What follows belongs to an exercise in optimizing a design on an open flow for small area; a production flow would make more cautious choices. In this exercise RTL edits were held to simulation tests only and were not proved equivalent to the original. Power and IR drop assume default switching activity.

==> cedar: inputs <==
==> flow/design.v <==
`timescale 1ns / 1ps
module uart_top #(
    parameter OPERAND_WIDTH = 512,
    parameter ADDER_WIDTH   = 32,
    parameter NBYTES        = OPERAND_WIDTH / 8,
    parameter CLK_FREQ      = 125_000_000,
    parameter BAUD_RATE     = 115_200
) (
    input wire iClk, iRst,
    input wire iRx,
    output wire oTx
);
    reg [511:0] rRing;
    reg [8:0]   rPh;
    reg [10:0]  rCyc;
    reg [3:0]   rBit;
    reg [6:0]   rByte;
    reg         rTx;      
    reg         rC;       
    reg         rNext;    
    reg         rOut;
    wire wBnd   = rCyc[10] & rCyc[6];    
    wire wWin   = rCyc[9];               
    wire wHit   = (rPh == {rByte[5:0], rBit[2:0]});
    wire wEn    = ~rBit[3] & wWin & wHit;
    wire wInA   = ~rTx & rByte[6];
    wire wInB   = ~rTx & ~rByte[6];
    wire wLast  = &rPh;
    wire wCin   = rC | (wEn & wInB & iRx);
    wire wNew   = (wEn & wInA) ? iRx : (rRing[0] ^ wCin);
    wire wGen   = rRing[0] & wCin;
    wire wBit8  = rBit[3] & ~rBit[0];
    wire wBit9  = rBit[3] & ~rBit[2] & rBit[0];
    wire wStart = ~rTx & ~iRx & rBit[3] & ~rBit[2];                  
    wire wByte  = wBit8 & (wBnd | wStart);
    always @(posedge iClk) begin
        rRing <= {wNew, rRing[511:1]};
        rPh   <= rPh + 1'b1;
        rC    <= wGen & ~wLast;
        if (wBnd | wStart) rCyc <= 11'd4;
        else               rCyc <= rCyc + 1'b1;
        if (wInA)
            rNext <= 1'b0;
        else if (~rTx)
            rNext <= rNext | (wGen & wLast);
        else if (wEn)
            rNext <= rByte[6] ? (rNext & ~|rBit[2:0]) : rRing[0];
        if (iRst) begin
            rBit  <= 4'd9;
            rTx   <= 1'b0;
            rByte <= 7'd127;
            rOut  <= 1'b1;
        end else begin
            if (wStart)
                rBit <= 4'd15;
            else if (wBnd)
                rBit <= wBit9 ? {~rTx, 2'b00, ~rTx} : rBit + 1'b1;
            if (wByte) begin
                if (rTx & rByte[6]) rByte[6] <= 1'b0;
                else                rByte    <= rByte - 1'b1;
                if (rByte == 7'd0)  rTx      <= ~rTx;
            end
            if (rTx & wBnd) rOut <= ~wBit9 & (rBit[3] | rNext);
        end
    end
    assign oTx = rOut;
endmodule
==> flow/flow/run.sh <==
#!/bin/bash
# The standard layout with two changes:
#  - synthesis maps the logic with an area-oriented ABC script (flow/abc_area.script)
#    and leaves adders to ABC instead of mapping them to half/full adder cells first;
#    everything else in synth_recipe.tcl, and so every register, stays as it is;
#  - the port buffers are the smallest buffer cell;
#  - clock tree synthesis adds no dummy loads.
set -euo pipefail
here=$(pwd)
{
  echo 'set ::env(ADDER_MAP_FILE) ""'
  echo 'proc abc {args} {'
  echo '  set i [lsearch -exact $args -script]'
  echo "  lset args [expr {\$i+1}] $here/flow/abc_area.script"
  echo '  yosys abc {*}$args'
  echo '}'
  cat synth_recipe.tcl
} > area_synth.tcl
sed "s#SYNTH_SCRIPT=[^ ]*#SYNTH_SCRIPT=$here/area_synth.tcl#" standard.sh > area_standard.sh
grep -q "SYNTH_SCRIPT=$here/area_synth.tcl" area_standard.sh
export BUFFER_PORTS_ARGS="-buffer_cell sky130_fd_sc_hd__buf_1"
export CTS_ARGS="-sink_clustering_enable -repair_clock_nets -dont_use_dummy_load -buf_list sky130_fd_sc_hd__clkbuf_8 -sink_clustering_size 24 -sink_clustering_max_diameter 60"
bash area_standard.sh > standard.log 2>&1
==> flow/flow/abc_area.script <==
&get -n
&st
&synch2
&dch -f
&nf -a -R 1000
&put
strash
&get -n
&synch2
&dch -f
&nf -a -R 1000
&put
stime -c
==> flow/standard.sh <==
#!/bin/bash
# synth_recipe.tcl (not shown) runs the flow's synth.tcl, then flattens the netlist and writes it again
# the make line also repeats each setting of config.mk as NAME=value (left out here)
make -C /OpenROAD-flow-scripts/flow DESIGN_CONFIG=/design/flow/config.mk WORK_HOME=/design/flow/orfs CLKGATE_MAP_FILE= SYNTH_SCRIPT=/design/flow/synth_recipe.tcl "${@:-finish}"
==> flow/config.mk <==
export PLATFORM = sky130hd
export DESIGN_NAME = uart_top
export DESIGN_NICKNAME = uart_top
export VERILOG_FILES = /design/flow/design.v
export SDC_FILE = /design/flow/constraint.sdc
export NUM_CORES = 4
export LEC_CHECK = 0
export CAP_MARGIN = 20
export CORE_MARGIN = 2
export CORE_UTILIZATION = 55
export CTS_BUF_LIST = sky130_fd_sc_hd__clkbuf_8
export CTS_CLUSTER_DIAMETER = 60
export CTS_CLUSTER_SIZE = 24
export PLACE_DENSITY = 0.7
export SLEW_MARGIN = 20
==> flow/constraint.sdc <==
create_clock -name core_clock -period 13.0 [get_ports {iClk}]
set_input_delay 2.6000 -clock core_clock [delete_from_list [all_inputs] [get_ports {iClk}]]
set_output_delay 2.6000 -clock core_clock [all_outputs]
set_load 0.01 [all_outputs]
==> nickel (differences from cedar) <==
==> flow/flow/run.sh (replaced) <==
#!/bin/bash
# The standard layout with two changes:
#  - synthesis maps the logic with an area-oriented ABC script (flow/abc_area.script);
#    everything else in synth_recipe.tcl, and so every register, stays as it is;
#  - clock tree synthesis adds no dummy loads.
set -euo pipefail
here=$(pwd)
{
  echo 'proc abc {args} {'
  echo '  set i [lsearch -exact $args -script]'
  echo "  lset args [expr {\$i+1}] $here/flow/abc_area.script"
  echo '  yosys abc {*}$args'
  echo '}'
  cat synth_recipe.tcl
} > area_synth.tcl
sed "s#SYNTH_SCRIPT=[^ ]*#SYNTH_SCRIPT=$here/area_synth.tcl#" standard.sh > area_standard.sh
grep -q "SYNTH_SCRIPT=$here/area_synth.tcl" area_standard.sh
export CTS_ARGS="-sink_clustering_enable -repair_clock_nets -dont_use_dummy_load -buf_list sky130_fd_sc_hd__clkbuf_8 -sink_clustering_size 22 -sink_clustering_max_diameter 60"
bash area_standard.sh > standard.log 2>&1
==> flow/flow/abc_area.script (replaced) <==
&get -n
&st
&syn2
&synch2
&dch -f
&nf -a
&put
strash
dch -f
map -a
topo
stime -c
- CORE_UTILIZATION: 55 -> 40
- CTS_CLUSTER_SIZE: 24 -> 22
- PLACE_DENSITY: 0.7 -> 0.6
==> reports/results.tsv <==
metric	value	unit
status	finished clean	
Yosys cell types	26	
Worst Setup EP	rByte[4]$_SDFFE_PP1P_	
combinational power share	0.4	%
syn_area_per_cell	17.3	um^2
worst-path cell chain	buf_1, or3_1, nand2_1, nand3b_1, a21o_1, nor3_1, nand2_1, a21oi_1, o21ai_0	
filler instances	1585	
vias in the first global route	4272	
The numbers above come from cedar.

==> reports/results.tsv <==
metric	value	unit
setup total negative slack	0	ns
clock group power	0.000631	W
multi-input logic portion of the cell area	5.99	%
status	finished clean	
n_taps	384	
worst-path cell chain	clkdlybuf4s50_1, clkinv_1, nand3_1, nand2_1, clkinv_1, nor3_1, clkinv_1, a21oi_1, nand2_1, o21ai_0, nand3_1	
vias in the first global route	4123	
pin count of the biggest net entering global routing	23	
syn_area_per_cell	16.7	um^2
inverters	31	
TritonCTS clock tree	yes	
filler instances	2523	
The numbers above come from nickel.

## port drivers added, routing unchanged
The results above use ideal ports. As a check the final layouts listed here were re-extracted and re-timed, cells and wires unchanged.
Step 1 assumes that a clkbuf_16 drives the clock port and a buf_2 every other input.
Step 2 adds t to the input delays and takes it off the output delays; t is the mean of the earliest and latest rising clock arrival at the registers after step 1. Input paths then give back, and output paths get back, about the clock's delay inside the block.
Slacks: ideal ports / drivers / drivers and shift; pairs: ideal ports / drivers.
run | t (ns) | setup WS [ns] | clock arrival spread, ns | worst register clock-pin slew, ns | worst slew at a driven data input, ns
cedar | 0.580 | 8.751 / 8.764 / 8.184 | 0.057 / 0.057 | 0.13 / 0.13 | 0.04
nickel | 0.599 | 8.402 / 8.419 / 7.820 | 0.039 / 0.040 | 0.12 / 0.12 | 0.03
After both steps every run listed still meets setup and hold. For nickel, which loses most, drivers alone change the setup slack by +0.017 ns; drivers and shift together by -0.582 ns.
